This is an optimization exercise on Yosys and OpenROAD, whose aim is small area, not a production implementation. Function was checked by simulation only, so behaviour that the tests miss may differ from the original. Power figures rest on the tool's default switching activity, not on a simulated workload.

File: design/flow/constraint.sdc
create_clock -name core_clock -period 12.0 [get_ports {clk}]
set_input_delay 2.4000 -clock core_clock [delete_from_list [all_inputs] [get_ports {clk}]]
set_output_delay 2.4000 -clock core_clock [all_outputs]
set_load 0.01 [all_outputs]
File: design/flow/design.v
module PEv3(
    input clk,
    input rst,
    input in_en,
    input [7:0] data_horz,
    input [7:0] data_obli,
    input [7:0] data_vert,
    input active,
    input A, B, C, D, E, H,
    output logic [7:0] horz_out,
    output logic [7:0] obli_out,
    output logic bypass_en,
    output logic [7:0] opsum
    );
    parameter iWIDTH = 8;
    parameter oWIDTH = 8;
    logic [7:0] data_a_reg, data_b_reg, m_reg, psum_reg;
    logic [7:0] m_wire, a_wire, psum_mux;
    always @(posedge clk) begin
        data_a_reg <= (rst & active & A & in_en) ? data_horz : 8'd0;
        data_b_reg <= (rst & active & B & in_en) ? (H ? data_vert : data_obli) : 8'd0;
    end
    mul8lo u_mul(.a(data_a_reg), .b(data_b_reg), .p(m_wire));
    assign psum_mux = (active & C) ? psum_reg : 8'd0;
    add8 u_add(.a(m_reg), .b(psum_mux), .s(a_wire));
    always @(posedge clk) begin
        m_reg <= m_wire;
        psum_reg <= a_wire;
        opsum <= (active & D) ? a_wire : (E ? data_vert : 8'd0);
        bypass_en <= in_en;
    end
    assign horz_out = data_a_reg;
    assign obli_out = data_b_reg;
endmodule
module mul8lo(input [7:0] a, input [7:0] b, output [7:0] p);
  wire w1, w2, w3, w4, w5, w6, w7, w8, w9, w10, w11, w12, w13, w14, w15, w16, w17, w18, w19, w20, w21, w22, w23, w24, w25, w26, w27, w28, w29, w30, w31, w32, w33, w34, w35, w36, w37, w38, w39, w40, w41, w42;
  assign p[0] = (a[0] & b[0]);
  assign w1 = (a[0] & b[1]) ^ (a[1] & b[0]);
  assign w2 = (a[0] & b[1]) & (a[1] & b[0]);
  assign p[1] = w1;
  assign w3 = (a[0] & b[2]) ^ (a[1] & b[1]) ^ (a[2] & b[0]);
  assign w4 = ((a[0] & b[2]) & (a[1] & b[1])) | ((a[0] & b[2]) & (a[2] & b[0])) | ((a[1] & b[1]) & (a[2] & b[0]));
  assign w5 = w2 ^ w3;
  assign w6 = w2 & w3;
  assign p[2] = w5;
  assign w7 = (a[0] & b[3]) ^ (a[1] & b[2]) ^ (a[2] & b[1]);
  assign w8 = ((a[0] & b[3]) & (a[1] & b[2])) | ((a[0] & b[3]) & (a[2] & b[1])) | ((a[1] & b[2]) & (a[2] & b[1]));
  assign w9 = (a[3] & b[0]) ^ w4 ^ w6;
  assign w10 = ((a[3] & b[0]) & w4) | ((a[3] & b[0]) & w6) | (w4 & w6);
  assign w11 = w7 ^ w9;
  assign w12 = w7 & w9;
  assign p[3] = w11;
  assign w13 = (a[0] & b[4]) ^ (a[1] & b[3]) ^ (a[2] & b[2]);
  assign w14 = ((a[0] & b[4]) & (a[1] & b[3])) | ((a[0] & b[4]) & (a[2] & b[2])) | ((a[1] & b[3]) & (a[2] & b[2]));
  assign w15 = (a[3] & b[1]) ^ (a[4] & b[0]) ^ w8;
  assign w16 = ((a[3] & b[1]) & (a[4] & b[0])) | ((a[3] & b[1]) & w8) | ((a[4] & b[0]) & w8);
  assign w17 = w10 ^ w12 ^ w13;
  assign w18 = (w10 & w12) | (w10 & w13) | (w12 & w13);
  assign w19 = w15 ^ w17;
  assign w20 = w15 & w17;
  assign p[4] = w19;
  assign w21 = (a[0] & b[5]) ^ (a[1] & b[4]) ^ (a[2] & b[3]);
  assign w22 = ((a[0] & b[5]) & (a[1] & b[4])) | ((a[0] & b[5]) & (a[2] & b[3])) | ((a[1] & b[4]) & (a[2] & b[3]));
  assign w23 = (a[3] & b[2]) ^ (a[4] & b[1]) ^ (a[5] & b[0]);
  assign w24 = ((a[3] & b[2]) & (a[4] & b[1])) | ((a[3] & b[2]) & (a[5] & b[0])) | ((a[4] & b[1]) & (a[5] & b[0]));
  assign w25 = w14 ^ w16 ^ w18;
  assign w26 = (w14 & w16) | (w14 & w18) | (w16 & w18);
  assign w27 = w20 ^ w21 ^ w23;
  assign w28 = (w20 & w21) | (w20 & w23) | (w21 & w23);
  assign w29 = w25 ^ w27;
  assign w30 = w25 & w27;
  assign p[5] = w29;
  assign w31 = (a[0] & b[6]) ^ (a[1] & b[5]) ^ (a[2] & b[4]);
  assign w32 = ((a[0] & b[6]) & (a[1] & b[5])) | ((a[0] & b[6]) & (a[2] & b[4])) | ((a[1] & b[5]) & (a[2] & b[4]));
  assign w33 = (a[3] & b[3]) ^ (a[4] & b[2]) ^ (a[5] & b[1]);
  assign w34 = ((a[3] & b[3]) & (a[4] & b[2])) | ((a[3] & b[3]) & (a[5] & b[1])) | ((a[4] & b[2]) & (a[5] & b[1]));
  assign w35 = (a[6] & b[0]) ^ w22 ^ w24;
  assign w36 = ((a[6] & b[0]) & w22) | ((a[6] & b[0]) & w24) | (w22 & w24);
  assign w37 = w26 ^ w28 ^ w30;
  assign w38 = (w26 & w28) | (w26 & w30) | (w28 & w30);
  assign w39 = w31 ^ w33 ^ w35;
  assign w40 = (w31 & w33) | (w31 & w35) | (w33 & w35);
  assign w41 = w37 ^ w39;
  assign w42 = w37 & w39;
  assign p[6] = w41;
  assign p[7] = (a[0] & b[7]) ^ (a[1] & b[6]) ^ (a[2] & b[5]) ^ (a[3] & b[4]) ^ (a[4] & b[3]) ^ (a[5] & b[2]) ^ (a[6] & b[1]) ^ (a[7] & b[0]) ^ w32 ^ w34 ^ w36 ^ w38 ^ w40 ^ w42;
endmodule
module add8(input [7:0] a, input [7:0] b, output [7:0] s);
  wire [7:0] c;
  assign s[0] = a[0] ^ b[0];
  assign c[0] = a[0] & b[0];
  genvar i;
  generate for (i = 1; i < 8; i = i + 1) begin : g_bit
    assign s[i] = a[i] ^ b[i] ^ c[i-1];
    assign c[i] = (a[i] & b[i]) | (a[i] & c[i-1]) | (b[i] & c[i-1]);
  end endgenerate
endmodule
module ACv2(
    input clk,
    input rst,
    input [7:0] ipsum,
    input bn_param_in_en,
    input [15:0] bn_param_in,
    input [2:0] config_bits,
    input in_en,
    input F,
    output [7:0] data_out,
    output logic data_out_en,
    output logic [15:0] bn_param_out,
    output logic bn_param_out_en
    );
    parameter IN_WIDTH = 8;
    parameter ACC_WIDTH = 8;
    parameter BN_SCALE_WIDTH = 8;
    parameter BN_SHIFT_WIDTH = 8;
    logic [7:0] ipsum_reg, psum_reg, add_node, bn_node;
    logic [15:0] bn_param_reg;
    logic in_en_dly;
    always @(posedge clk) begin
        ipsum_reg <= (rst & in_en) ? ipsum : 8'd0;
        psum_reg <= add_node;
        in_en_dly <= in_en;
        if (~rst)
            bn_param_reg <= 16'd0;
        else if (bn_param_in_en)
            bn_param_reg <= bn_param_in;
        bn_param_out_en <= bn_param_in_en;
        bn_param_out <= bn_param_in;
    end
    wire [7:0] acc_sum = ipsum_reg + psum_reg;
    assign add_node = (config_bits[2] & in_en_dly) ? acc_sum : ipsum_reg;
    muladd8lo u_bn(.a(add_node), .b(bn_param_reg[15:8]), .c(bn_param_reg[7:0]), .p(bn_node));
    assign data_out = config_bits[0] ? bn_node : add_node;
    assign data_out_en = F;
endmodule
module muladd8lo(input [7:0] a, input [7:0] b, input [7:0] c, output [7:0] p);
  wire w1, w2, w3, w4, w5, w6, w7, w8, w9, w10, w11, w12, w13, w14, w15, w16, w17, w18, w19, w20, w21, w22, w23, w24, w25, w26, w27, w28, w29, w30, w31, w32, w33, w34, w35, w36, w37, w38, w39, w40, w41, w42, w43, w44, w45, w46, w47, w48, w49, w50, w51, w52, w53, w54, w55, w56, w57, w58, w59, w60, w61, w62, w63, w64, w65, w66, w67, w68, w69, w70, w71, w72, w73, w74, w75, w76, w77, w78, w79, w80, w81, w82, w83, w84, w85, w86, w87, w88;
  assign w1 = (a[0] & b[5]) ^ (a[1] & b[4]);
  assign w2 = (a[0] & b[5]) & (a[1] & b[4]);
  assign w3 = (a[0] & b[6]) ^ (a[1] & b[5]) ^ (a[2] & b[4]);
  assign w4 = ((a[0] & b[6]) & (a[1] & b[5])) | ((a[0] & b[6]) & (a[2] & b[4])) | ((a[1] & b[5]) & (a[2] & b[4]));
  assign w5 = (a[3] & b[3]) ^ (a[4] & b[2]);
  assign w6 = (a[3] & b[3]) & (a[4] & b[2]);
  assign w7 = (a[0] & b[3]) ^ (a[1] & b[2]);
  assign w8 = (a[0] & b[3]) & (a[1] & b[2]);
  assign w9 = (a[0] & b[4]) ^ (a[1] & b[3]) ^ (a[2] & b[2]);
  assign w10 = ((a[0] & b[4]) & (a[1] & b[3])) | ((a[0] & b[4]) & (a[2] & b[2])) | ((a[1] & b[3]) & (a[2] & b[2]));
  assign w11 = (a[3] & b[1]) ^ (a[4] & b[0]);
  assign w12 = (a[3] & b[1]) & (a[4] & b[0]);
  assign w13 = w1 ^ (a[2] & b[3]) ^ (a[3] & b[2]);
  assign w14 = (w1 & (a[2] & b[3])) | (w1 & (a[3] & b[2])) | ((a[2] & b[3]) & (a[3] & b[2]));
  assign w15 = (a[4] & b[1]) ^ (a[5] & b[0]) ^ c[5];
  assign w16 = ((a[4] & b[1]) & (a[5] & b[0])) | ((a[4] & b[1]) & c[5]) | ((a[5] & b[0]) & c[5]);
  assign w17 = w3 ^ w5 ^ (a[5] & b[1]);
  assign w18 = (w3 & w5) | (w3 & (a[5] & b[1])) | (w5 & (a[5] & b[1]));
  assign w19 = (a[6] & b[0]) ^ c[6] ^ w2;
  assign w20 = ((a[6] & b[0]) & c[6]) | ((a[6] & b[0]) & w2) | (c[6] & w2);
  assign w21 = (a[0] & b[2]) ^ (a[1] & b[1]);
  assign w22 = (a[0] & b[2]) & (a[1] & b[1]);
  assign w23 = w7 ^ (a[2] & b[1]) ^ (a[3] & b[0]);
  assign w24 = (w7 & (a[2] & b[1])) | (w7 & (a[3] & b[0])) | ((a[2] & b[1]) & (a[3] & b[0]));
  assign w25 = w9 ^ w11 ^ c[4];
  assign w26 = (w9 & w11) | (w9 & c[4]) | (w11 & c[4]);
  assign w27 = w13 ^ w15 ^ w10;
  assign w28 = (w13 & w15) | (w13 & w10) | (w15 & w10);
  assign w29 = w17 ^ w19 ^ w14;
  assign w30 = (w17 & w19) | (w17 & w14) | (w19 & w14);
  assign w31 = (a[0] & b[1]) ^ (a[1] & b[0]);
  assign w32 = (a[0] & b[1]) & (a[1] & b[0]);
  assign w33 = w21 ^ (a[2] & b[0]) ^ c[2];
  assign w34 = (w21 & (a[2] & b[0])) | (w21 & c[2]) | ((a[2] & b[0]) & c[2]);
  assign w35 = w23 ^ c[3] ^ w22;
  assign w36 = (w23 & c[3]) | (w23 & w22) | (c[3] & w22);
  assign w37 = w25 ^ w8 ^ w24;
  assign w38 = (w25 & w8) | (w25 & w24) | (w8 & w24);
  assign w39 = w27 ^ w12 ^ w26;
  assign w40 = (w27 & w12) | (w27 & w26) | (w12 & w26);
  assign w41 = w29 ^ w16 ^ w28;
  assign w42 = (w29 & w16) | (w29 & w28) | (w16 & w28);
  assign w43 = (a[0] & b[0]) & c[0];
  assign w44 = (a[0] & b[0]) ^ c[0];
  assign w45 = w31 & c[1];
  assign w46 = w31 ^ c[1];
  assign w47 = w33 & w32;
  assign w48 = w33 ^ w32;
  assign w49 = w35 & w34;
  assign w50 = w35 ^ w34;
  assign w51 = w37 & w36;
  assign w52 = w37 ^ w36;
  assign w53 = w39 & w38;
  assign w54 = w39 ^ w38;
  assign w55 = w41 & w40;
  assign w56 = w41 ^ w40;
  assign w57 = w45 | (w46 & w43);
  assign w58 = w46 & w44;
  assign w59 = w49 | (w50 & w47);
  assign w60 = w50 & w48;
  assign w61 = w53 | (w54 & w51);
  assign w62 = w54 & w52;
  assign w63 = w47 | (w48 & w57);
  assign w64 = w48 & w58;
  assign w65 = w59 | (w60 & w57);
  assign w66 = w60 & w58;
  assign w67 = w55 | (w56 & w61);
  assign w68 = w56 & w62;
  assign w69 = w51 | (w52 & w65);
  assign w70 = w52 & w66;
  assign w71 = w61 | (w62 & w65);
  assign w72 = w62 & w66;
  assign w73 = w67 | (w68 & w65);
  assign w74 = w68 & w66;
  assign p[0] = w44;
  assign p[1] = w46 ^ w43;
  assign p[2] = w48 ^ w57;
  assign p[3] = w50 ^ w63;
  assign p[4] = w52 ^ w65;
  assign p[5] = w54 ^ w69;
  assign p[6] = w56 ^ w71;
  assign w75 = (a[0] & b[7]) ^ (a[1] & b[6]);
  assign w76 = (a[2] & b[5]) ^ (a[3] & b[4]);
  assign w77 = (a[4] & b[3]) ^ (a[5] & b[2]);
  assign w78 = (a[6] & b[1]) ^ (a[7] & b[0]);
  assign w79 = c[7] ^ w4;
  assign w80 = w6 ^ w18;
  assign w81 = w20 ^ w30;
  assign w82 = w75 ^ w76;
  assign w83 = w77 ^ w78;
  assign w84 = w79 ^ w80;
  assign w85 = w81 ^ w42;
  assign w86 = w82 ^ w83;
  assign w87 = w84 ^ w85;
  assign w88 = w86 ^ w87;
  assign p[7] = w88 ^ w73;
endmodule
`timescale 1ns / 1ps
module SystolicBank_v2(
	clk,
	rst,
	in_en,
	conv_mm,
	isac,
	isrelu,
	isbn,
	active_1,
	active_2,
	active_3,
	data_in_horz_1,
	data_in_horz_2,
	data_in_horz_3,
	data_in_obli_1,
	data_in_obli_2,
	data_in_obli_3,
	data_in_obli_4,
	data_in_obli_5,
	data_in_obli_6,
	bn_param_in,
	bn_param_in_en,
	A_1,
	A_2,
	A_3,
	A_4,
	B_1,
	B_2,
	B_3,
	B_4,
	C_1,
	C_2,
	C_3,
	C_4,
	D_1,
	D_2,
	D_3,
	D_4,
	E_1,
	E_2,
	E_3,
	E_4,
	F_1,
	F_2,
	F_3,
	F_4,
	G_1,
	G_2,
	G_3,
	G_4,
	H_1,
	H_2,
	H_3,
	H_4,
	dout_en_1,
	dout_en_2,
	dout_en_3,
	dout_en_4,
	dout_1,
	dout_2,
	dout_3,
	dout_4
);
	parameter nCols = 4;
	parameter nRows = 3;
	parameter iWidth = 8;
	parameter oWidth = 8;
	localparam MODE_CONV = 0; localparam MODE_MM = 1;
	input clk, rst, in_en, conv_mm, isac, isrelu, isbn;
	input active_1;
	input active_2;
	input active_3;
	input [7:0] data_in_horz_1;
	input [7:0] data_in_horz_2;
	input [7:0] data_in_horz_3;
	input [7:0] data_in_obli_1;
	input [7:0] data_in_obli_2;
	input [7:0] data_in_obli_3;
	input [7:0] data_in_obli_4;
	input [7:0] data_in_obli_5;
	input [7:0] data_in_obli_6;
	input [15:0] bn_param_in;
	input bn_param_in_en;
	input A_1;
	input A_2;
	input A_3;
	input A_4;
	input B_1;
	input B_2;
	input B_3;
	input B_4;
	input C_1;
	input C_2;
	input C_3;
	input C_4;
	input D_1;
	input D_2;
	input D_3;
	input D_4;
	input E_1;
	input E_2;
	input E_3;
	input E_4;
	input F_1;
	input F_2;
	input F_3;
	input F_4;
	input G_1;
	input G_2;
	input G_3;
	input G_4;
	input H_1;
	input H_2;
	input H_3;
	input H_4;
	output [7:0] dout_1;
	output [7:0] dout_2;
	output [7:0] dout_3;
	output [7:0] dout_4;
	output dout_en_1;
	output dout_en_2;
	output dout_en_3;
	output dout_en_4;
	logic bypass_en_1_0;
	logic bypass_en_1_1;
	logic bypass_en_1_2;
	logic bypass_en_1_3;
	logic bypass_en_1_4;
	logic bypass_en_2_0;
	logic bypass_en_2_1;
	logic bypass_en_2_2;
	logic bypass_en_2_3;
	logic bypass_en_2_4;
	logic bypass_en_3_0;
	logic bypass_en_3_1;
	logic bypass_en_3_2;
	logic bypass_en_3_3;
	logic bypass_en_3_4;
	logic [7:0] data_in_vert_1_1;
	logic [7:0] data_in_vert_1_2;
	logic [7:0] data_in_vert_1_3;
	logic [7:0] data_in_vert_1_4;
	logic [7:0] data_in_vert_2_1;
	logic [7:0] data_in_vert_2_2;
	logic [7:0] data_in_vert_2_3;
	logic [7:0] data_in_vert_2_4;
	logic [7:0] data_in_vert_3_1;
	logic [7:0] data_in_vert_3_2;
	logic [7:0] data_in_vert_3_3;
	logic [7:0] data_in_vert_3_4;
	logic [7:0] data_in_vert_4_1;
	logic [7:0] data_in_vert_4_2;
	logic [7:0] data_in_vert_4_3;
	logic [7:0] data_in_vert_4_4;
	logic [7:0] data_in_horz_1_0;
	logic [7:0] data_in_horz_1_1;
	logic [7:0] data_in_horz_1_2;
	logic [7:0] data_in_horz_1_3;
	logic [7:0] data_in_horz_1_4;
	logic [7:0] data_in_horz_2_0;
	logic [7:0] data_in_horz_2_1;
	logic [7:0] data_in_horz_2_2;
	logic [7:0] data_in_horz_2_3;
	logic [7:0] data_in_horz_2_4;
	logic [7:0] data_in_horz_3_0;
	logic [7:0] data_in_horz_3_1;
	logic [7:0] data_in_horz_3_2;
	logic [7:0] data_in_horz_3_3;
	logic [7:0] data_in_horz_3_4;
	logic [7:0] data_in_horz_4_0;
	logic [7:0] data_in_horz_4_1;
	logic [7:0] data_in_horz_4_2;
	logic [7:0] data_in_horz_4_3;
	logic [7:0] data_in_horz_4_4;
	logic [7:0] data_in_obli_1_0;
	logic [7:0] data_in_obli_1_1;
	logic [7:0] data_in_obli_1_2;
	logic [7:0] data_in_obli_1_3;
	logic [7:0] data_in_obli_1_4;
	logic [7:0] data_in_obli_2_0;
	logic [7:0] data_in_obli_2_1;
	logic [7:0] data_in_obli_2_2;
	logic [7:0] data_in_obli_2_3;
	logic [7:0] data_in_obli_2_4;
	logic [7:0] data_in_obli_3_0;
	logic [7:0] data_in_obli_3_1;
	logic [7:0] data_in_obli_3_2;
	logic [7:0] data_in_obli_3_3;
	logic [7:0] data_in_obli_3_4;
	logic [7:0] data_in_obli_4_0;
	logic [7:0] data_in_obli_4_1;
	logic [7:0] data_in_obli_4_2;
	logic [7:0] data_in_obli_4_3;
	logic [7:0] data_in_obli_4_4;
	logic [15:0] bn_param_out_1;
	logic [15:0] bn_param_out_2;
	logic [15:0] bn_param_out_3;
	logic [15:0] bn_param_out_4;
	logic bn_param_out_en_1;
	logic bn_param_out_en_2;
	logic bn_param_out_en_3;
	logic bn_param_out_en_4;
	assign data_in_vert_4_1 = (conv_mm == MODE_CONV)? 0: data_in_obli_3;
	assign data_in_vert_4_2 = (conv_mm == MODE_CONV)? 0: data_in_obli_4;
	assign data_in_vert_4_3 = (conv_mm == MODE_CONV)? 0: data_in_obli_5;
	assign data_in_vert_4_4 = (conv_mm == MODE_CONV)? 0: data_in_obli_6;
	assign bypass_en_1_0 = in_en;
	assign bypass_en_2_0 = in_en;
	assign bypass_en_3_0 = in_en;
	assign data_in_horz_1_0 = data_in_horz_1;
	assign data_in_horz_2_0 = data_in_horz_2;
	assign data_in_horz_3_0 = data_in_horz_3;
	assign data_in_obli_2_0 = (conv_mm == MODE_CONV)? data_in_obli_1: 0;
	assign data_in_obli_3_0 = (conv_mm == MODE_CONV)? data_in_obli_2: 0;
	assign data_in_obli_4_0 = (conv_mm == MODE_CONV)? data_in_obli_3: 0;
	assign data_in_obli_4_1 = (conv_mm == MODE_CONV)? data_in_obli_4: 0;
	assign data_in_obli_4_2 = (conv_mm == MODE_CONV)? data_in_obli_5: 0;
	assign data_in_obli_4_3 = (conv_mm == MODE_CONV)? data_in_obli_6: 0;
	PEv3 # (.iWIDTH(iWidth), .oWIDTH(oWidth)) p_1_1(.clk(clk), .rst(rst), .in_en(bypass_en_1_0), .data_vert(data_in_vert_2_1), .active(active_1), .data_horz(data_in_horz_1_0), .data_obli(data_in_obli_2_0), .A(A_1), .B(B_1), .C(C_1), .D(D_1), .E(E_1), .H(H_1), .horz_out(data_in_horz_1_1), .obli_out(data_in_obli_1_1), .bypass_en(bypass_en_1_1), .opsum(data_in_vert_1_1));
	PEv3 # (.iWIDTH(iWidth), .oWIDTH(oWidth)) p_1_2(.clk(clk), .rst(rst), .in_en(bypass_en_1_1), .data_vert(data_in_vert_2_2), .active(active_1), .data_horz(data_in_horz_1_1), .data_obli(data_in_obli_2_1), .A(A_2), .B(B_2), .C(C_2), .D(D_2), .E(E_2), .H(H_2), .horz_out(data_in_horz_1_2), .obli_out(data_in_obli_1_2), .bypass_en(bypass_en_1_2), .opsum(data_in_vert_1_2));
	PEv3 # (.iWIDTH(iWidth), .oWIDTH(oWidth)) p_1_3(.clk(clk), .rst(rst), .in_en(bypass_en_1_2), .data_vert(data_in_vert_2_3), .active(active_1), .data_horz(data_in_horz_1_2), .data_obli(data_in_obli_2_2), .A(A_3), .B(B_3), .C(C_3), .D(D_3), .E(E_3), .H(H_3), .horz_out(data_in_horz_1_3), .obli_out(data_in_obli_1_3), .bypass_en(bypass_en_1_3), .opsum(data_in_vert_1_3));
	PEv3 # (.iWIDTH(iWidth), .oWIDTH(oWidth)) p_1_4(.clk(clk), .rst(rst), .in_en(bypass_en_1_3), .data_vert(data_in_vert_2_4), .active(active_1), .data_horz(data_in_horz_1_3), .data_obli(data_in_obli_2_3), .A(A_4), .B(B_4), .C(C_4), .D(D_4), .E(E_4), .H(H_4), .horz_out(data_in_horz_1_4), .obli_out(data_in_obli_1_4), .bypass_en(bypass_en_1_4), .opsum(data_in_vert_1_4));
	PEv3 # (.iWIDTH(iWidth), .oWIDTH(oWidth)) p_2_1(.clk(clk), .rst(rst), .in_en(bypass_en_2_0), .data_vert(data_in_vert_3_1), .active(active_2), .data_horz(data_in_horz_2_0), .data_obli(data_in_obli_3_0), .A(A_1), .B(B_1), .C(C_1), .D(D_1), .E(E_1), .H(H_1), .horz_out(data_in_horz_2_1), .obli_out(data_in_obli_2_1), .bypass_en(bypass_en_2_1), .opsum(data_in_vert_2_1));
	PEv3 # (.iWIDTH(iWidth), .oWIDTH(oWidth)) p_2_2(.clk(clk), .rst(rst), .in_en(bypass_en_2_1), .data_vert(data_in_vert_3_2), .active(active_2), .data_horz(data_in_horz_2_1), .data_obli(data_in_obli_3_1), .A(A_2), .B(B_2), .C(C_2), .D(D_2), .E(E_2), .H(H_2), .horz_out(data_in_horz_2_2), .obli_out(data_in_obli_2_2), .bypass_en(bypass_en_2_2), .opsum(data_in_vert_2_2));
	PEv3 # (.iWIDTH(iWidth), .oWIDTH(oWidth)) p_2_3(.clk(clk), .rst(rst), .in_en(bypass_en_2_2), .data_vert(data_in_vert_3_3), .active(active_2), .data_horz(data_in_horz_2_2), .data_obli(data_in_obli_3_2), .A(A_3), .B(B_3), .C(C_3), .D(D_3), .E(E_3), .H(H_3), .horz_out(data_in_horz_2_3), .obli_out(data_in_obli_2_3), .bypass_en(bypass_en_2_3), .opsum(data_in_vert_2_3));
	PEv3 # (.iWIDTH(iWidth), .oWIDTH(oWidth)) p_2_4(.clk(clk), .rst(rst), .in_en(bypass_en_2_3), .data_vert(data_in_vert_3_4), .active(active_2), .data_horz(data_in_horz_2_3), .data_obli(data_in_obli_3_3), .A(A_4), .B(B_4), .C(C_4), .D(D_4), .E(E_4), .H(H_4), .horz_out(data_in_horz_2_4), .obli_out(data_in_obli_2_4), .bypass_en(bypass_en_2_4), .opsum(data_in_vert_2_4));
	PEv3 # (.iWIDTH(iWidth), .oWIDTH(oWidth)) p_3_1(.clk(clk), .rst(rst), .in_en(bypass_en_3_0), .data_vert(data_in_vert_4_1), .active(active_3), .data_horz(data_in_horz_3_0), .data_obli(data_in_obli_4_0), .A(A_1), .B(B_1), .C(C_1), .D(D_1), .E(E_1), .H(H_1), .horz_out(data_in_horz_3_1), .obli_out(data_in_obli_3_1), .bypass_en(bypass_en_3_1), .opsum(data_in_vert_3_1));
	PEv3 # (.iWIDTH(iWidth), .oWIDTH(oWidth)) p_3_2(.clk(clk), .rst(rst), .in_en(bypass_en_3_1), .data_vert(data_in_vert_4_2), .active(active_3), .data_horz(data_in_horz_3_1), .data_obli(data_in_obli_4_1), .A(A_2), .B(B_2), .C(C_2), .D(D_2), .E(E_2), .H(H_2), .horz_out(data_in_horz_3_2), .obli_out(data_in_obli_3_2), .bypass_en(bypass_en_3_2), .opsum(data_in_vert_3_2));
	PEv3 # (.iWIDTH(iWidth), .oWIDTH(oWidth)) p_3_3(.clk(clk), .rst(rst), .in_en(bypass_en_3_2), .data_vert(data_in_vert_4_3), .active(active_3), .data_horz(data_in_horz_3_2), .data_obli(data_in_obli_4_2), .A(A_3), .B(B_3), .C(C_3), .D(D_3), .E(E_3), .H(H_3), .horz_out(data_in_horz_3_3), .obli_out(data_in_obli_3_3), .bypass_en(bypass_en_3_3), .opsum(data_in_vert_3_3));
	PEv3 # (.iWIDTH(iWidth), .oWIDTH(oWidth)) p_3_4(.clk(clk), .rst(rst), .in_en(bypass_en_3_3), .data_vert(data_in_vert_4_4), .active(active_3), .data_horz(data_in_horz_3_3), .data_obli(data_in_obli_4_3), .A(A_4), .B(B_4), .C(C_4), .D(D_4), .E(E_4), .H(H_4), .horz_out(data_in_horz_3_4), .obli_out(data_in_obli_3_4), .bypass_en(bypass_en_3_4), .opsum(data_in_vert_3_4));
	ACv2 # (.IN_WIDTH(oWidth), .ACC_WIDTH(oWidth), .BN_SCALE_WIDTH(oWidth), .BN_SHIFT_WIDTH(oWidth)) ac_1(.clk(clk), .rst(rst), .config_bits({isac, isrelu, isbn}), .in_en(G_1), .ipsum(data_in_vert_1_1), .F(F_1), .bn_param_in_en(bn_param_in_en), .bn_param_in(bn_param_in), .bn_param_out(bn_param_out_1), .bn_param_out_en(bn_param_out_en_1), .data_out_en(dout_en_1), .data_out(dout_1));
	ACv2 # (.IN_WIDTH(oWidth), .ACC_WIDTH(oWidth), .BN_SCALE_WIDTH(oWidth), .BN_SHIFT_WIDTH(oWidth)) ac_2(.clk(clk), .rst(rst), .config_bits({isac, isrelu, isbn}), .in_en(G_2), .ipsum(data_in_vert_1_2), .F(F_2), .bn_param_in_en(bn_param_out_en_1), .bn_param_in(bn_param_out_1), .bn_param_out(bn_param_out_2), .bn_param_out_en(bn_param_out_en_2), .data_out_en(dout_en_2), .data_out(dout_2));
	ACv2 # (.IN_WIDTH(oWidth), .ACC_WIDTH(oWidth), .BN_SCALE_WIDTH(oWidth), .BN_SHIFT_WIDTH(oWidth)) ac_3(.clk(clk), .rst(rst), .config_bits({isac, isrelu, isbn}), .in_en(G_3), .ipsum(data_in_vert_1_3), .F(F_3), .bn_param_in_en(bn_param_out_en_2), .bn_param_in(bn_param_out_2), .bn_param_out(bn_param_out_3), .bn_param_out_en(bn_param_out_en_3), .data_out_en(dout_en_3), .data_out(dout_3));
	ACv2 # (.IN_WIDTH(oWidth), .ACC_WIDTH(oWidth), .BN_SCALE_WIDTH(oWidth), .BN_SHIFT_WIDTH(oWidth)) ac_4(.clk(clk), .rst(rst), .config_bits({isac, isrelu, isbn}), .in_en(G_4), .ipsum(data_in_vert_1_4), .F(F_4), .bn_param_in_en(bn_param_out_en_3), .bn_param_in(bn_param_out_3), .bn_param_out(bn_param_out_4), .bn_param_out_en(bn_param_out_en_4), .data_out_en(dout_en_4), .data_out(dout_4));
endmodule
module DFSMv2(
    input clk,
    input rst,
    input start,
    input [23:0] config_bits,
    input in_en,
    output logic start_out,
    output logic in_en_bypass,
    output logic A, B, C, D, E, F, G, H
    );
    parameter MAX_nPERIOD = 512;
    parameter MAX_nLMAC = 3072;
    parameter MAX_nSHFT = 3;
    localparam S0 = 2'd0, S1 = 2'd1, S2 = 2'd2, S0p = 2'd3;
    wire mode = config_bits[23];
    wire [8:0] config_nPeriod = config_bits[22:14];
    wire [11:0] config_nLMAC = config_bits[13:2];
    wire [1:0] config_nSHFT = config_bits[1:0];
    logic [1:0] state;
    logic [11:0] mac_count;
    logic [8:0] period_count;
    logic [2:0] F_dly;
    wire [11:0] mac_inc = mac_count + 12'd1;
    wire [8:0] period_inc = period_count + 9'd1;
    wire mac_more = mac_inc < config_nLMAC;
    wire shft_more = mac_count[1:0] < config_nSHFT - 2'd1;
    wire per_more = period_inc < config_nPeriod;
    always @(posedge clk) begin
        if (~rst) begin
            state <= S0;
            mac_count <= 12'd0;
            period_count <= 9'd0;
            F_dly <= 3'd0;
            F <= 1'b0;
        end
        else begin
            case (state)
                S0: begin
                    if (start) state <= S0p;
                    mac_count <= 12'd0;
                    period_count <= 9'd0;
                end
                S0p: begin
                    if (in_en) state <= S1;
                end
                S1: begin
                    if (!mac_more) state <= S2;
                    else if (~in_en) state <= S0p;
                    mac_count <= mac_more ? mac_inc : 12'd0;
                end
                S2: begin
                    if (!shft_more) state <= per_more ? (in_en ? S1 : S0p) : S0;
                    mac_count <= shft_more ? {10'd0, mac_count[1:0] + 2'd1} : 12'd0;
                    if (!mac_count[1]) period_count <= per_more ? period_inc : 9'd0;
                end
            endcase
            F_dly <= {F_dly[1:0], state == S2 && mac_count[1:0] == 2'd0};
            F <= F_dly[config_nSHFT - 2'd1];
        end
    end
    assign A = state == S1;
    assign B = state == S1 || state == S0p;
    always @(posedge clk) begin
        C <= state == S1 || state == S0p;
        D <= state == S1;
        E <= state == S2;
        H <= mode && state == S1;
        in_en_bypass <= in_en;
        start_out <= start;
    end
    assign G = E;
endmodule
module DFSMv3(
    input clk,
    input rst,
    input start,
    input [23:0] config_bits,
    input all_data_rdy,
    input in_en,
    output logic start_out,
    output logic in_en_bypass,
    output logic data_preread,
    output logic A, B, C, D, E, F, G, H
    );
    parameter MAX_nPERIOD = 512;
    parameter MAX_nLMAC = 3072;
    parameter MAX_nSHFT = 3;
    localparam S0 = 2'd0, S1 = 2'd1, S2 = 2'd2, S0p = 2'd3;
    wire mode = config_bits[23];
    wire [8:0] config_nPeriod = config_bits[22:14];
    wire [11:0] config_nLMAC = config_bits[13:2];
    wire [1:0] config_nSHFT = config_bits[1:0];
    logic [1:0] state;
    logic [11:0] mac_count;
    logic [8:0] period_count;
    logic [4:0] F_dly;
    wire [11:0] mac_inc = mac_count + 12'd1;
    wire [8:0] period_inc = period_count + 9'd1;
    wire mac_more = mac_inc < config_nLMAC;
    wire shft_more = mac_count[1:0] < config_nSHFT - 2'd1;
    wire per_more = period_inc < config_nPeriod;
    always @(posedge clk) begin
        if (~rst) begin
            state <= S0;
            mac_count <= 12'd0;
            period_count <= 9'd0;
            F_dly <= 5'd0;
            F <= 1'b0;
        end
        else begin
            case (state)
                S0: begin
                    if (start) state <= S0p;
                    mac_count <= 12'd0;
                    period_count <= 9'd0;
                end
                S0p: begin
                    if (all_data_rdy) state <= S1;
                end
                S1: begin
                    if (!mac_more) state <= S2;
                    else if (~all_data_rdy) state <= S0p;
                    mac_count <= mac_more ? mac_inc : 12'd0;
                end
                S2: begin
                    if (!shft_more) state <= per_more ? (all_data_rdy ? S1 : S0p) : S0;
                    mac_count <= shft_more ? {10'd0, mac_count[1:0] + 2'd1} : 12'd0;
                    if (!mac_count[1]) period_count <= per_more ? period_inc : 9'd0;
                end
            endcase
            F_dly <= {F_dly[3:0], state == S2 && mac_count[1:0] == 2'd0};
            F <= F_dly[{1'b0, config_nSHFT} + 3'd1];
        end
    end
    logic A_dly, B_dly, D_dly1, E_dly1, E_dly2, H_dly1, H_dly2;
    always @(posedge clk) begin
        A_dly <= state == S1;
        A <= A_dly;
        D_dly1 <= A;
        D <= D_dly1;
        B_dly <= state == S1 || state == S0p;
        B <= B_dly;
        C <= B;
        E_dly1 <= state == S2;
        E_dly2 <= E_dly1;
        E <= E_dly2;
        H_dly1 <= mode && state == S1;
        H_dly2 <= H_dly1;
        H <= H_dly2;
        in_en_bypass <= in_en;
        start_out <= start;
    end
    assign G = E;
    assign data_preread = state == S1;
endmodule
module SystolicCore(
	input clk,
	input rst,
	input start,
	input mode_conv_mm,
	input isac,
	input isrelu,
	input isbn,
	input [22:0] dfsm_config,
	input all_data_rdy,
	input pe_config_1_1,
	input pe_config_1_2,
	input pe_config_1_3,
	input pe_config_2_1,
	input pe_config_2_2,
	input pe_config_2_3,
	input [7:0] data_horz_1_1,
	input [7:0] data_horz_1_2,
	input [7:0] data_horz_1_3,
	input [7:0] data_horz_2_1,
	input [7:0] data_horz_2_2,
	input [7:0] data_horz_2_3,
	input [7:0] data_obli_1,
	input [7:0] data_obli_2,
	input [7:0] data_obli_3,
	input [7:0] data_obli_4,
	input [7:0] data_obli_5,
	input [7:0] data_obli_6,
	input [15:0] data_bn_1,
	input [15:0] data_bn_2,
	input data_bn_en,
	output data_preread,
	output [7:0] dout_1_1,
	output [7:0] dout_1_2,
	output [7:0] dout_1_3,
	output [7:0] dout_1_4,
	output [7:0] dout_2_1,
	output [7:0] dout_2_2,
	output [7:0] dout_2_3,
	output [7:0] dout_2_4,
	output dout_en_1_1,
	output dout_en_1_2,
	output dout_en_1_3,
	output dout_en_1_4,
	output dout_en_2_1,
	output dout_en_2_2,
	output dout_en_2_3,
	output dout_en_2_4
);
	parameter nCols = 4;
	parameter nRows = 3;
	parameter iWidth = 8;
	parameter oWidth = 8;
	parameter DFSM_MAX_nPERIOD = 512;
	parameter DFSM_MAX_nLMAC = 3072;
	parameter DFSM_MAX_nSHFT = 3;
	logic A_1, A_2, A_3, A_4;
	logic B_1, B_2, B_3, B_4;
	logic C_1, C_2, C_3, C_4;
	logic D_1, D_2, D_3, D_4;
	logic E_1, E_2, E_3, E_4;
	logic F_1, F_2, F_3, F_4;
	logic G_1, G_2, G_3, G_4;
	logic H_1, H_2, H_3, H_4;
	logic dfsm_data_en_1, dfsm_data_en_2, dfsm_data_en_3, dfsm_data_en_4;
	logic start_bypass_1, start_bypass_2, start_bypass_3, start_bypass_4;
	logic array_data_en;
	always@(posedge clk) begin
		array_data_en <= data_preread;
	end
	SystolicBank_v2 # (.iWidth(iWidth), .oWidth(oWidth), .nRows(nRows), .nCols(nCols)) bank_1(.clk(clk), .rst(rst), .in_en(array_data_en), .conv_mm(mode_conv_mm), .isac(isac), .isrelu(isrelu), .isbn(isbn), .bn_param_in_en(data_bn_en), .bn_param_in(data_bn_1), .active_1(pe_config_1_1), .active_2(pe_config_1_2), .active_3(pe_config_1_3), .data_in_horz_1(data_horz_1_1), .data_in_horz_2(data_horz_1_2), .data_in_horz_3(data_horz_1_3), .data_in_obli_1(data_obli_1), .data_in_obli_2(data_obli_2), .data_in_obli_3(data_obli_3), .data_in_obli_4(data_obli_4), .data_in_obli_5(data_obli_5), .data_in_obli_6(data_obli_6), .A_1(A_1), .A_2(A_2), .A_3(A_3), .A_4(A_4), .B_1(B_1), .B_2(B_2), .B_3(B_3), .B_4(B_4), .C_1(C_1), .C_2(C_2), .C_3(C_3), .C_4(C_4), .D_1(D_1), .D_2(D_2), .D_3(D_3), .D_4(D_4), .E_1(E_1), .E_2(E_2), .E_3(E_3), .E_4(E_4), .F_1(F_1), .F_2(F_2), .F_3(F_3), .F_4(F_4), .G_1(G_1), .G_2(G_2), .G_3(G_3), .G_4(G_4), .H_1(H_1), .H_2(H_2), .H_3(H_3), .H_4(H_4), .dout_en_1(dout_en_1_1), .dout_en_2(dout_en_1_2), .dout_en_3(dout_en_1_3), .dout_en_4(dout_en_1_4), .dout_1(dout_1_1), .dout_2(dout_1_2), .dout_3(dout_1_3), .dout_4(dout_1_4));
	SystolicBank_v2 # (.iWidth(iWidth), .oWidth(oWidth), .nRows(nRows), .nCols(nCols)) bank_2(.clk(clk), .rst(rst), .in_en(array_data_en), .conv_mm(mode_conv_mm), .isac(isac), .isrelu(isrelu), .isbn(isbn), .bn_param_in_en(data_bn_en), .bn_param_in(data_bn_2), .active_1(pe_config_2_1), .active_2(pe_config_2_2), .active_3(pe_config_2_3), .data_in_horz_1(data_horz_2_1), .data_in_horz_2(data_horz_2_2), .data_in_horz_3(data_horz_2_3), .data_in_obli_1(data_obli_1), .data_in_obli_2(data_obli_2), .data_in_obli_3(data_obli_3), .data_in_obli_4(data_obli_4), .data_in_obli_5(data_obli_5), .data_in_obli_6(data_obli_6), .A_1(A_1), .A_2(A_2), .A_3(A_3), .A_4(A_4), .B_1(B_1), .B_2(B_2), .B_3(B_3), .B_4(B_4), .C_1(C_1), .C_2(C_2), .C_3(C_3), .C_4(C_4), .D_1(D_1), .D_2(D_2), .D_3(D_3), .D_4(D_4), .E_1(E_1), .E_2(E_2), .E_3(E_3), .E_4(E_4), .F_1(F_1), .F_2(F_2), .F_3(F_3), .F_4(F_4), .G_1(G_1), .G_2(G_2), .G_3(G_3), .G_4(G_4), .H_1(H_1), .H_2(H_2), .H_3(H_3), .H_4(H_4), .dout_en_1(dout_en_2_1), .dout_en_2(dout_en_2_2), .dout_en_3(dout_en_2_3), .dout_en_4(dout_en_2_4), .dout_1(dout_2_1), .dout_2(dout_2_2), .dout_3(dout_2_3), .dout_4(dout_2_4));
	DFSMv3 # (.MAX_nPERIOD(DFSM_MAX_nPERIOD), .MAX_nLMAC(DFSM_MAX_nLMAC), .MAX_nSHFT(DFSM_MAX_nSHFT)) fsm_1(.clk(clk), .rst(rst), .config_bits({mode_conv_mm, dfsm_config}), .all_data_rdy(all_data_rdy), .in_en(array_data_en), .start(start), .data_preread(data_preread), .in_en_bypass(dfsm_data_en_1), .start_out(start_bypass_1), .A(A_1), .B(B_1), .C(C_1), .D(D_1), .E(E_1), .F(F_1), .G(G_1), .H(H_1));
	DFSMv2 # (.MAX_nPERIOD(DFSM_MAX_nPERIOD), .MAX_nLMAC(DFSM_MAX_nLMAC), .MAX_nSHFT(DFSM_MAX_nSHFT)) fsm_2(.clk(clk), .rst(rst), .config_bits({mode_conv_mm, dfsm_config}), .in_en(dfsm_data_en_1), .start(start_bypass_1), .in_en_bypass(dfsm_data_en_2), .start_out(start_bypass_2), .A(A_2), .B(B_2), .C(C_2), .D(D_2), .E(E_2), .F(F_2), .G(G_2), .H(H_2));
	DFSMv2 # (.MAX_nPERIOD(DFSM_MAX_nPERIOD), .MAX_nLMAC(DFSM_MAX_nLMAC), .MAX_nSHFT(DFSM_MAX_nSHFT)) fsm_3(.clk(clk), .rst(rst), .config_bits({mode_conv_mm, dfsm_config}), .in_en(dfsm_data_en_2), .start(start_bypass_2), .in_en_bypass(dfsm_data_en_3), .start_out(start_bypass_3), .A(A_3), .B(B_3), .C(C_3), .D(D_3), .E(E_3), .F(F_3), .G(G_3), .H(H_3));
	DFSMv2 # (.MAX_nPERIOD(DFSM_MAX_nPERIOD), .MAX_nLMAC(DFSM_MAX_nLMAC), .MAX_nSHFT(DFSM_MAX_nSHFT)) fsm_4(.clk(clk), .rst(rst), .config_bits({mode_conv_mm, dfsm_config}), .in_en(dfsm_data_en_3), .start(start_bypass_3), .in_en_bypass(dfsm_data_en_4), .start_out(start_bypass_4), .A(A_4), .B(B_4), .C(C_4), .D(D_4), .E(E_4), .F(F_4), .G(G_4), .H(H_4));
endmodule
File: design/flow/config.mk
export PLATFORM = sky130hd
export DESIGN_NAME = SystolicCore
export DESIGN_NICKNAME = SystolicCore
export VERILOG_FILES = /design/flow/design.v
export SDC_FILE = /design/flow/constraint.sdc
export NUM_CORES = 4
export LEC_CHECK = 0
export CAP_MARGIN = 20
export CORE_MARGIN = 2
export CORE_UTILIZATION = 60
export CTS_BUF_LIST = sky130_fd_sc_hd__clkbuf_4
export PLACE_DENSITY = 0.7
export SETUP_SLACK_MARGIN = 0.3
export SLEW_MARGIN = 20
File: design/flow/run.sh
#!/bin/bash
# synth_recipe.tcl (not shown) runs the flow's synth.tcl, then flattens the netlist and writes it again
# the make line also repeats each setting of config.mk as NAME=value (left out here)
make -C /OpenROAD-flow-scripts/flow DESIGN_CONFIG=/design/flow/config.mk WORK_HOME=/design/flow/orfs CLKGATE_MAP_FILE= SYNTH_SCRIPT=/design/flow/synth_recipe.tcl finish
==> reports/metrics.yaml, run 1 <==
status: "complete, no violations"
yosys.cell_count.top_type: "dfxtp_1"
finalNetCount: 9659
via_count: 55620
clock_skew_ps: 116.4
totalPowerFinal_mw: 10.65
cts_tree: "done"
arrival_ps: 8720
synth_common_cells: "1,457 x dfxtp_1, 1,057 x nand2_1, 833 x and2_1"
die_x_um: 366.6
use_met3: 0.04435
grt_start_max_net_pins: 230
synth_warnings: 5
ys_types: 76
synth_top_cell_area_share: 0.3698
timing.fmax_mhz: 89.92
root_buffer: "clkbuf_4"
place_area_um2: 82740
grt_pass1_wl_mm: 309.9
tightest_slew_ps: 1136
synth_top_area_cell: "dfxtp_1"
use_met1: 0.4059
gp_congestion: 0.9066
critical_path_class: "in2out"
dr.pass1.iters: 6
wl_per_cell_um: 18.63
viasPerCell: 5.337
layout_min_cycle_time_ps: 11120
cts_buffer_depth: 4
wl_mm: 194.1
timing_hold_violations_final: 0
fin_hold_ws_ps: 318.7
ys_seq_area_frac: 0.3698
required_ps: 9600
synth.cell_area_um2: 78880
postSynthNetCount: 9233
antenna_found_initial: 13
finalSetupViolations: 0
die_h_um: 366.6
drt_iter0_drc: 3499
dpl.hpwl_mm: 148.1
maxSlewViolCount: 0
fin_tns_setup_ps: 0
dieArea_um2: 134400
ctsHoldBuffers: 0
syn_area_per_cell_um2: 9.886
seqCellArea_um2: 29180
synthArstFlopShare: 0
clkSinkCount: 1457
h-tree-depth: 5
synth.area.top_cells: "dfxtp_1 37%, fa_1 17%, ha_1 6.9%"
rows: 133
n_fill_cell: 10790
ioPinCount: 239
rsz0062_at_grt: "no"
drc: 0
drive_above_1_share: 0.08042
post-route-period-util: 0.9267
power_density_nw_per_um2: 121.9
ys.flop_type: "dfxtp_1"
ys_seq_elements: 1457
synthToLayoutAreaGrowth_pct: 10.73
grt_util_all_layers: 0.2929
path_max_fanout: 23
maxCapViolCount: 0
hold_class: "reg2reg"
post-place-ws_ps: 879.0
layout_setup_ws_ps: 879.3
grt_overflow: 0
cts_made_buffers: 385
clk_latency_ps: 1340
cts.clk_slew.worst_paths_ps: 60
cp-start-kind: "input pin"
drtAntennaViolNets: 0
synthCells: 7979
top_usage_layer: "met2"
peakVddDrop_mv: 0.1135
end_kind: "output pin"
slew_headroom: 0.2429
synth_enable_flop_cells: 0
post_cts_buffers: 0
multi_input_comb_area_um2: 45890
met2_usage: 0.4600
power_leakage_nw: 39.93
initial_core_util: 0.6023
portBuffers: 237
ctsResizeCount: 0
grt_pass1_vias: 57080
core_area_um2: 131000
postLayoutCellArea_um2: 87350
==> critical path, cell delays in order <==
cell	delay [ps]
buf_2	440
and2_1	450
buf_4	280
o221ai_1	160
nor3_1	600
nor2b_1	110
ha_1	310
inv_1	50
fa_1	470
fa_1	530
fa_1	540
inv_1	40
ha_1	330
a21o_1	170
a31o_2	220
xnor2_1	150
xnor3_1	420
xnor2_1	210
a21o_1	140
a22o_1	130
clkdlybuf4s50_1	550
==> metal layers <==
layer	up-vias	share of wire
met4	0	0.036
met5	-	0
met3	414	0.061
met1	26930	0.45
li1	26560	-
met2	1717	0.46
==> logic make-up after synthesis <==
group,count (synthesis),synth area share
AOI/OAI and AO/OA,560,0.04560
xor gates and xnor gates,572,0.06649
adders and majority gates,1088,0.2350
buffers and inverters,1004,0.04868
DFF,1457,0.3698
muxes,282,0.03699
and+or+nand+nor,3016,0.1974
==> final cells by class <==
cell class	instances	share of cell area
Antenna cell	10	0.0002865
Clock buffer	523	0.04495
Clock inverter	114	0.007291
Inverter	774	0.03326
Multi-Input combinational cell	5518	0.5253
Sequential cell	1457	0.3340
Tap cell	1755	0.02514
Timing Repair Buffer	269	0.02969
==> metrics by stage <==
stage | instances | utilization
global route | 10420 | 0.6669
floorplan | 7979 | -
detailed placement | 9773 | 0.6318
finish | 10420 | 0.6670
global placement | 9773 | 0.6318
CTS | 10410 | 0.6667
==> power breakdown <==
group	total [mW]	switching, mW	leakage (nW)	internal, mW
clock network	4.16	2.00	2.73	2.16
registers	5.26	0.270	11.8	4.99
logic	1.23	0.796	25.4	0.437
==> final timing paths <==
check / startpoint / end / slack (ps) / cells past startpoint
worst max-delay path: isac / dout_2_2[7] / 880 / 21
worst min-delay path: fsm_1.E_dly2 / fsm_1.E / 320 / 0
worst max register to register: bank_2.p_2_3.data_b_reg[2] / bank_2.p_2_3.m_reg[7] / 6710 / 23
worst min register to register: fsm_1.E_dly2 / fsm_1.E / 320 / 0
==> layout by cell type (no fill, tap or decap), types with 24 or more instances in the layout <==
cell / instances
xnor2_1: 429
and3_1: 284
clkinv_1: 83
clkdlybuf4s50_1: 229
nand3_1: 263
ha_1: 432
o21a_1: 31
clkbuf_4: 523
mux2_2: 38
mux2i_1: 235
nor2b_1: 184
dfxtp_1: 1449
nor2_1: 209
o21ai_0: 170
a21oi_1: 116
a21boi_0: 40
buf_4: 31
and2_1: 833
fa_1: 656
nand2_1: 1057
nor3_1: 24
inv_1: 773
nand4b_1: 38
xor2_1: 125
a21o_1: 57
==> run 2: changes to the inputs <==
==> design/flow/flow/run.sh (new file) <==
#!/bin/bash
# The standard layout, with the port buffers made of the smallest buffer.
set -e
export BUFFER_PORTS_ARGS="-buffer_cell sky130_fd_sc_hd__buf_1"
bash standard.sh > standard_flow.log 2>&1
==> design/flow/standard.sh (new file) <==
#!/bin/bash
# synth_recipe.tcl (not shown) runs the flow's synth.tcl, then flattens the netlist and writes it again
# the make line also repeats each setting of config.mk as NAME=value (left out here)
make -C /OpenROAD-flow-scripts/flow DESIGN_CONFIG=/design/flow/config.mk WORK_HOME=/design/flow/orfs CLKGATE_MAP_FILE= SYNTH_SCRIPT=/design/flow/synth_recipe.tcl "${@:-finish}"
removed: design/flow/run.sh
==> run 2 against run 1 <==
Effect of this change: non-clock buffer count is 4 lower; still clean on timing, DRC and antenna; total power is 0.34% higher; largest power group unchanged; cell area is 1.5% lower; synthesized cell count stayed put; critical path type unchanged; fmax is 1.5% higher; register-to-register slack better by 50 ps; hold slack better by 10 ps; critical endpoint is now dout_1_2[7].
==> reports/metrics.yaml, run 2 <==
synth_common_cells: "1,457 x dfxtp_1, 1,057 x nand2_1, 833 x and2_1"
synth_simple_gate_area_frac: 0.1974
power_leakage_nw: 39.39
p_sw_frac: 0.2882
reg2reg_slack_ps: 6760
maxCapViolCount: 0
cp-start-kind: "input pin"
rsz0062_at_grt: "no"
synthAdderAreaFrac: 0.2350
die_x_um: 366.6
cts.clk_slew.worst_paths_ps: 70
power_frac_clock: 0.397
reg2reg_from: "bank_2.p_3_4.data_a_reg[0]"
dpl.hpwl_mm: 147.9
p_sw_mw: 3.079
peakVddDrop_mv: 0.1014
grt_start_max_net_pins: 231
layout_min_cycle_time_ps: 10950
hold_class: "reg2reg"
via_count: 55830
portBuffers: 237
post_cts_buffers: 0
ys_types: 76
drc: 0
ctsHoldBuffers: 0
ys.flop_type: "dfxtp_1"
ys_seq_area_frac: 0.3698
tightest_slew_ps: 1104
postLayoutCoreUtil: 0.6569
synth.area.top_cells: "dfxtp_1 37%, fa_1 17%, ha_1 6.9%"
clock_skew_ps: 89.81
gp_congestion: 0.8956
ioPinCount: 239
postSynthNetCount: 9233
ys_seq_elements: 1457
worst_r2r_path_depth: 23
grt_pass1_wl_mm: 310.3
path_max_fanout: 40
status: "complete, no violations"
cts_buffer_depth: 4
drive_above_1_share: 0.08199
critical_path_class: "in2out"
timing_hold_violations_final: 0
n_fill_cell: 10820
synth_enable_flop_cells: 0
synth.cell_area_um2: 78880
finalSetupViolations: 0
synth-compound-area-share: 0.04560
maxSlewViolCount: 0
layout_commonest_cell: "dfxtp_1"
synth_warnings: 5
root_buffer: "clkbuf_4"
pwr-share-comb: 0.110
wl_mm: 193.8
synth_top_family_by_area: "adder cells"
grt_pass1_vias: 57540
dieArea_um2: 134400
synthMuxAreaShare: 0.03699
sequentialPowerShare: 0.492
hold_start: "fsm_1.H_dly1"
dr.pass1.iters: 6
synthToLayoutAreaGrowth_pct: 9.068
die_h_um: 366.6
fin_tns_setup_ps: 0
clk_latency_ps: 1340
most-common-layout-cells: "1,449 x dfxtp_1, 1,057 x nand2_1, 833 x and2_1"
yosys.cell_count.top_type: "dfxtp_1"
syn_area_per_cell_um2: 9.886
finalNetCount: 9659
end_kind: "output pin"
clkSinkCount: 1457
cts_tree: "done"
antenna_found_initial: 12
synth_xor_area_frac: 0.06649
power.internal_mw: 7.606
timing.fmax_mhz: 91.30
ctsResizeCount: 0
wl_per_cell_um: 18.57
arrival_ps: 8550
cts_made_buffers: 389
multi_input_comb_area_um2: 45890
synth_top_area_cell: "dfxtp_1"
min_path_cells: 0
grt_overflow: 0
synthArstFlopShare: 0
initial_core_util: 0.6023
startpoint: "isac"
synth_top_cell_area_share: 0.3698
seqCellArea_um2: 29180
slew_headroom: 0.2643
grt_util_all_layers: 0.2930
drt_iter0_drc: 3820
core_area_um2: 131000
power_density_nw_per_um2: 124.2
drtAntennaViolNets: 0
viasPerCell: 5.351
required_ps: 9600
whs_endpoint: "fsm_1.H_dly2"
post-route-period-util: 0.9127
h-tree-depth: 5
synthCells: 7979
worstReg2RegEnd: "bank_2.p_3_4.m_reg[7]"
rows: 133
-- run 2: cell counts after synthesis --
No cell type changed its count.
-- run 2: layout make-up --
cell class | instances | share of cell area
Antenna cell | 18 | 0.0005236
Multi-Input combinational cell | 5518 | 0.5334
Clock buffer | 533 | 0.04651
Timing Repair Buffer | 265 | 0.01310
Sequential cell | 1457 | 0.3392
Clock inverter | 113 | 0.008042
Inverter | 774 | 0.03377
Tap cell | 1755 | 0.02552
-- run 2: critical path: stages --
cell      delay (ps)
clkbuf_2         280
buf_4            510
nand2_1          370
nor4b_1          460
or3_1            270
and2_1           150
ha_1             220
inv_1             70
fa_1             440
fa_1             520
fa_1             550
inv_1             40
ha_1             330
a21o_1           190
a31o_2           210
xnor2_1          130
xnor3_1          430
xnor2_1          220
a21oi_1          100
o22ai_1          420
buf_1            200
-- run 2: cell families (layout without fill, tap and decap cells) --
group | Yosys count | in the layout
and+or+nand+nor | 3016 | 3016
DFF | 1457 | 1457
adders and majority gates | 1088 | 1088
buffers and inverters | 1004 | 1685
xor gates and xnor gates | 572 | 572
AOI/OAI and AO/OA | 560 | 560
muxes | 282 | 282
other | 0 | 18
-- run 2: worst max path at each step --
stage                              to
after floorplan           dout_1_2[7]
after global placement    dout_1_2[7]
after detailed placement  dout_1_2[7]
after CTS                 dout_1_2[7]
after global routing      dout_1_2[7]
final                     dout_1_2[7]
-- run 2: through the flow --
stage | area, µm² | total power, mW | std cells | hold WS [ps] | setup slack, ps
floorplan | 78880 | 6.060 | 7979 | 309.6 | 2424
global placement | 81280 | 6.489 | 9769 | 311.8 | 1250
detailed placement | 81280 | 6.523 | 9769 | 312.1 | 1169
CTS | 85970 | 10.77 | 10420 | 328.4 | 1164
global route | 86020 | 11.18 | 10430 | 339.5 | 762.7
finish | 86030 | 10.69 | 10430 | 329.1 | 1048
-- run 2: power by group through the flow --
stage / Combinational [mW] / Clock (mW) / Sequential [mW]
finish: 1.18 / 4.25 / 5.26
global route: 1.29 / 4.61 / 5.28
CTS: 1.16 / 4.35 / 5.26
detailed placement: 1.16 / 0 / 5.36
global placement: 1.13 / 0 / 5.36
floorplan: 0.878 / 0 / 5.18
-- run 2: routing by layer --
| layer | share of wire | GRT usage |
|---|---|---|
| met5 | 0.000067 | 0 |
| met4 | 0.033 | 0.1143 |
| met3 | 0.064 | 0.05564 |
| met2 | 0.46 | 0.4643 |
| met1 | 0.45 | 0.3979 |
==> run 3: changes to the inputs <==
--- a/design/flow/config.mk
+++ b/design/flow/config.mk
@@ -7,3 +7,3 @@
 export LEC_CHECK = 0
-export CAP_MARGIN = 20
+export CAP_MARGIN = 0
 export CORE_MARGIN = 2
@@ -12,3 +12,2 @@
 export PLACE_DENSITY = 0.7
-export SETUP_SLACK_MARGIN = 0.3
-export SLEW_MARGIN = 20
+export SLEW_MARGIN = 0
==> run 3 against run 2 <==
Effect of this change: count of clock-buffer cells in the layout did not move; sequential share of layout area is essentially flat; combinational power about the same; routed wire length about the same; flip-flop and latch count did not move; total power about the same; final cell count hardly changed; global-route usage unchanged; first-iteration DRC count increased by 4.8%.
==> reports/metrics.yaml, run 3 <==
cts_tree: "done"
rsz0062_at_grt: "no"
stdcell_count: 10430
layout_setup_ws_ps: 1073
worstReg2RegEnd: "bank_2.p_3_4.m_reg[7]"
n_fill_cell: 10820
via_count: 55720
power_leakage_nw: 39.38
post_cts_buffers: 0
power_density_nw_per_um2: 124.2
rows: 133
die_x_um: 366.6
synth_top_area_cell: "dfxtp_1"
slew_headroom: 0.2063
antenna_found_initial: 12
finalSetupViolations: 0
synth_enable_flop_cells: 0
ys_seq_elements: 1457
timing.fmax_mhz: 91.51
ctsResizeCount: 0
tightest_slew_ps: 1157
clk_latency_ps: 1340
grt_start_max_net_pins: 231
grt_overflow: 0
whs_endpoint: "fsm_1.H_dly2"
drc: 0
synthCells: 7979
ioPinCount: 239
cts.clk_slew.worst_paths_ps: 70
dieArea_um2: 134400
core_area_um2: 131000
wl_mm: 193.6
synth.cell_area_um2: 78880
fin_tns_setup_ps: 0
end_kind: "output pin"
initial_core_util: 0.6023
ys.flop_type: "dfxtp_1"
synth_common_cells: "1,457 x dfxtp_1, 1,057 x nand2_1, 833 x and2_1"
arrival_ps: 8530
startpoint: "isac"
viasPerCell: 5.342
grt_pass1_wl_mm: 310.3
fin_hold_ws_ps: 328.5
layout_commonest_cell: "dfxtp_1"
yosys.cell_count.top_type: "dfxtp_1"
grt_pass1_vias: 57540
min_path_cells: 0
dr.pass1.iters: 6
reg2reg_slack_ps: 6760
drive_above_1_share: 0.08164
clock_skew_ps: 84.57
worst_r2r_path_depth: 23
most-common-layout-cells: "1,449 x dfxtp_1, 1,057 x nand2_1, 833 x and2_1"
post-route-period-util: 0.9106
maxCapViolCount: 0
peakVddDrop_mv: 0.1028
synth_warnings: 5
root_buffer: "clkbuf_4"
status: "complete, no violations"
cp-start-kind: "input pin"
dp.cells: 9769
syn_area_per_cell_um2: 9.886
grt_util_all_layers: 0.2930
hold_class: "reg2reg"
ys_seq_area_frac: 0.3698
portBuffers: 237
cts_buffer_depth: 4
hold_start: "fsm_1.H_dly1"
maxSlewViolCount: 0
required_ps: 9600
timing_hold_violations_final: 0
finalNetCount: 9659
drt_iter0_drc: 4004
post-place-ws_ps: 1169
path_max_fanout: 40
h-tree-depth: 5
cts_made_buffers: 389
gp_congestion: 0.8956
clkSinkCount: 1457
synthArstFlopShare: 0
wl_per_cell_um: 18.56
synth_top_cell_area_share: 0.3698
ctsHoldBuffers: 0
layout_min_cycle_time_ps: 10930
reg2reg_from: "bank_2.p_3_4.data_a_reg[0]"
critical_path_class: "in2out"
die_h_um: 366.6
synth.area.top_cells: "dfxtp_1 37%, fa_1 17%, ha_1 6.9%"
drtAntennaViolNets: 0
ys_types: 76
dpl.hpwl_mm: 147.9
postSynthNetCount: 9233
synthToLayoutAreaGrowth_pct: 9.038
## run 3: changes by cell type in the layout (fill, tap and decap cells not counted), sizes merged
| cell | change |
|---|---|
| diode | -3 |
| clkbuf | +1 |
| buf | -1 |
## run 3: worst max-delay path: stages
cell and delay (ps):
clkbuf_2 280, buf_4 500, nand2_1 360, nor4b_1 460
or3_1 270, and2_1 150, ha_1 220, inv_1 70
fa_1 440, fa_1 520, fa_1 550, inv_1 40
ha_1 330, a21o_1 190, a31o_2 210, xnor2_1 130
xnor3_1 430, xnor2_1 220, a21oi_1 100, o22ai_1 420
buf_1 200
## run 3: metal layers
| metal | GRT usage | vias up | routed length [µm] |
|---|---|---|---|
| li1 | - | 26570 | - |
| met1 | 0.3979 | 27080 | 85810 |
| met2 | 0.4643 | 1689 | 88860 |
| met3 | 0.05564 | 375 | 12520 |
| met4 | 0.1143 | 2 | 6400 |
| met5 | 0 | - | 13 |
## run 3: worst max-delay path by stage
stage,endpoint,slack (ps),cells past startpoint
6_report,dout_1_2[7],1070,21
5_1_grt,dout_1_2[7],760,21
4_1_cts,dout_1_2[7],1160,21
3_5_place_dp,dout_1_2[7],1170,21
3_3_place_gp,dout_1_2[7],1250,20
2_1_floorplan,dout_1_2[7],2420,21
## run 3: area by class of cell
type                            instances  area [µm²]  area share
Sequential cell                      1457       29180      0.3392
Timing Repair Buffer                  265        1127     0.01311
Inverter                              774        2905     0.03378
Clock inverter                        113       691.9    0.008045
Antenna cell                           15       37.54   0.0004364
Tap cell                             1755        2196     0.02553
Multi-Input combinational cell       5518       45870      0.5333
Clock buffer                          533        4001     0.04652
## run 3: cells by family (layout without fill, tap and decap cells)
group,Yosys count,after routing,synth area share
AO/OA/AOI/OAI,560,560,0.04560
XOR/XNOR,572,572,0.06649
adder cells (fa/ha/maj),1088,1088,0.2350
buffers and inverters,1004,1685,0.04868
flip-flops,1457,1457,0.3698
multiplexers,282,282,0.03699
other,0,15,0
AND/OR/NAND/NOR,3016,3016,0.1974
## run 3: power breakdown
group | internal [mW] | switching [mW] | leakage [nW] | total (mW)
clock | 2.24 | 2.01 | 2.81 | 4.24
combinational | 0.379 | 0.797 | 24.8 | 1.18
sequential | 4.99 | 0.269 | 11.8 | 5.26
total | 7.60 | 3.07 | 39.4 | 10.7
## run 3: metrics by stage
| stage | total power [mW] | util | area (µm²) |
|---|---|---|---|
| floorplan | 6.060 | - | 78880 |
| detailed placement | 6.523 | 0.6206 | 81280 |
| global route | 11.18 | 0.6567 | 86000 |
| CTS | 10.77 | 0.6565 | 85970 |
| finish | 10.68 | 0.6567 | 86010 |
| global placement | 6.489 | 0.6206 | 81280 |
==> run 4: changes to the inputs <==
--- a/design/flow/config.mk
+++ b/design/flow/config.mk
@@ -11,2 +11,4 @@
 export CTS_BUF_LIST = sky130_fd_sc_hd__clkbuf_4
+export CTS_CLUSTER_DIAMETER = 35
+export CTS_CLUSTER_SIZE = 10
 export PLACE_DENSITY = 0.7
==> run 4 against run 3 <==
Effect of this change: still clean on timing, DRC and antenna; area after synthesis unchanged; sequential power about the same; routed wire length decreased by 0.80%; fmax increased by 0.66%; total power decreased by 2.4%; final cell count decreased by 2.2%; clock power decreased by 5.9%; hold slack improved by 9.2 ps; non-clock buffer count unchanged; critical path type unchanged; largest power group unchanged.
==> reports/metrics.yaml, run 4 <==
status: "complete, no violations"
slowest_delay_ps: 550
post_cts_buffers: 0
wl_per_cell_um: 18.82
synth_common_cells: "1,457 x dfxtp_1, 1,057 x nand2_1, 833 x and2_1"
die_h_um: 366.6
ctsResizeCount: 0
ys_types: 76
maxSlewViolCount: 0
cts_buffer_depth: 3
grt_pass1_wl_mm: 307.7
initial_core_util: 0.6023
viasPerCell: 5.384
drtAntennaViolNets: 0
synth_top_area_cell: "dfxtp_1"
finalSetupViolations: 0
layout_commonest_cell: "dfxtp_1"
drt_iter0_drc: 3914
ys_seq_area_frac: 0.3698
critical_path_class: "in2out"
maxCapViolCount: 0
critical_path.cell_chain: "clkbuf_2 -> buf_4 -> nand2_1 -> nor4b_1 -> or3_1 -> and2_1 -> ha_1 -> inv_1 -> fa_1 -> fa_1 -> fa_1 -> inv_1 -> ha_1 -> a21o_1 -> a31o_2 -> xnor2_1 -> xnor3_1 -> xnor2_1 -> a21oi_1 -> o22ai_1 -> buf_1"
fin_hold_ws_ps: 337.7
synth.area.top_cells: "dfxtp_1 37%, fa_1 17%, ha_1 6.9%"
drive_above_1_share: 0.06390
tightest_slew_ps: 1219
ys_seq_elements: 1457
cts.clk_slew.worst_paths_ps: 90
postLayoutCoreUtil: 0.6513
synth.cell_area_um2: 78880
synthCells: 7979
required_ps: 9600
grt_start_max_net_pins: 231
antenna_found_initial: 17
ioPinCount: 239
slew_headroom: 0.1845
postLayoutCellArea_um2: 85300
timing.fmax_mhz: 92.12
die_x_um: 366.6
postSynthNetCount: 9233
clk_latency_ps: 1300
cp-start-kind: "input pin"
clkSinkCount: 1457
via_count: 54940
synthArstFlopShare: 0
layout_min_cycle_time_ps: 10860
clock_skew_ps: 65.01
reg2reg_slack_ps: 6770
path_max_fanout: 40
timing_hold_violations_final: 0
portBuffers: 237
peakVddDrop_mv: 0.1109
dr.pass1.iters: 8
post-route-period-util: 0.9046
arrival_ps: 8460
dieArea_um2: 134400
synthToLayoutAreaGrowth_pct: 8.136
cp_slowest_cell: "fa_1"
synth_warnings: 5
ctsHoldBuffers: 0
crit_path_frequent_cell: "fa_1"
rsz0062_at_grt: "no"
h-tree-depth: 4
hold_class: "reg2reg"
cts_made_buffers: 237
grt_overflow: 0
dpl.hpwl_mm: 147.9
finalNetCount: 9507
rows: 133
end_kind: "output pin"
core_area_um2: 131000
grt_util_all_layers: 0.2908
synth_enable_flop_cells: 0
cts_tree: "done"
ys.flop_type: "dfxtp_1"
place_area_um2: 81280
power_leakage_nw: 38.68
fin_tns_setup_ps: 0
yosys.cell_count.top_type: "dfxtp_1"
most-common-layout-cells: "1,449 x dfxtp_1, 1,057 x nand2_1, 833 x and2_1"
synth_top_cell_area_share: 0.3698
grt_pass1_vias: 56200
drc: 0
gp_congestion: 0.8956
wl_mm: 192.1
power_density_nw_per_um2: 122.2
root_buffer: "clkbuf_4"
syn_area_per_cell_um2: 9.886
## run 4: worst paths after layout
kind	to	startpoint	depth (start not counted)
max	dout_1_2[7]	isac	21
min	fsm_1.E_dly2	fsm_1.E_dly1	0
max reg2reg	bank_2.p_3_1.m_reg[7]	bank_2.p_3_1.data_b_reg[2]	23
min reg2reg	fsm_1.E_dly2	fsm_1.E_dly1	0
## run 4: kinds of logic (layout without fill, tap and decap cells)
| group | after synthesis | after routing | share of synthesized area |
|---|---|---|---|
| AOI/OAI and AO/OA | 560 | 560 | 0.04560 |
| xor gates and xnor gates | 572 | 572 | 0.06649 |
| adders and majority gates | 1088 | 1088 | 0.2350 |
| buffers and inverters | 1004 | 1460 | 0.04868 |
| DFF | 1457 | 1457 | 0.3698 |
| muxes | 282 | 282 | 0.03699 |
| other | 0 | 14 | 0 |
| and+or+nand+nor | 3016 | 3016 | 0.1974 |
## run 4: final cells by class
class | count | area (µm²)
Multi-Input combinational cell | 5518 | 45870
Fill cell | 10810 | 45670
Sequential cell | 1457 | 29180
Inverter | 774 | 2905
Tap cell | 1755 | 2196
Clock inverter | 163 | 2047
Clock buffer | 258 | 1937
Timing Repair Buffer | 265 | 1127
Antenna cell | 14 | 35.03
## run 4: report_power, final
part	switching [mW]	total (mW)	internal, mW
registers	0.271	5.26	4.98
logic	0.798	1.18	0.379
clock network	2.01	3.99	1.98
## run 4: worst max-delay path, delay by kind of cell
kind                     cells  cell delay (ps)
AO/OA/AOI/OAI                4              860
XOR/XNOR                     3              780
adder cells (fa/ha/maj)      5             2060
buffers and inverters        5             1070
AND/OR/NAND/NOR              4             1230
## run 4: metal layers
layer	global-route usage	part of all wire
met1	0.4001	0.44
met3	0.04918	0.065
met2	0.4656	0.46
met5	0	0.000068
met4	0.09995	0.031
## run 4: stage by stage
step / std cells / power [mW] / setup slack [ps]
6_report: 10200 / 10.42 / 1144
2_1_floorplan: 7979 / 6.060 / 2424
4_1_cts: 10190 / 10.48 / 1164
3_3_place_gp: 9769 / 6.489 / 1250
3_5_place_dp: 9769 / 6.523 / 1169
5_1_grt: 10200 / 10.86 / 779.7

-- static timing again, ports no longer ideal --
In the flow no input, the clock included, has a driving cell. The finished layouts below were timed again as built, in two steps.
Step 1, drivers: a clkbuf_16 drives clk and a buf_2 each remaining input, both assumed.
Step 2 times the ports against the registers' clock, not the clock port: input delays grow and output delays shrink by t, the midpoint of the rising clock arrivals with the driver on.
Three values: ideal, step 1, step 2; two values: the first two.
run	shift t [ns]	setup WS [ns]
run 1	1.351	0.879 / 0.813 / 0.813
run 2	1.371	1.048 / 0.982 / 0.982
run 3	1.382	1.073 / 1.007 / 1.007
run 4	1.352	1.144 / 1.083 / 1.083
After both steps every run listed still meets setup and hold.
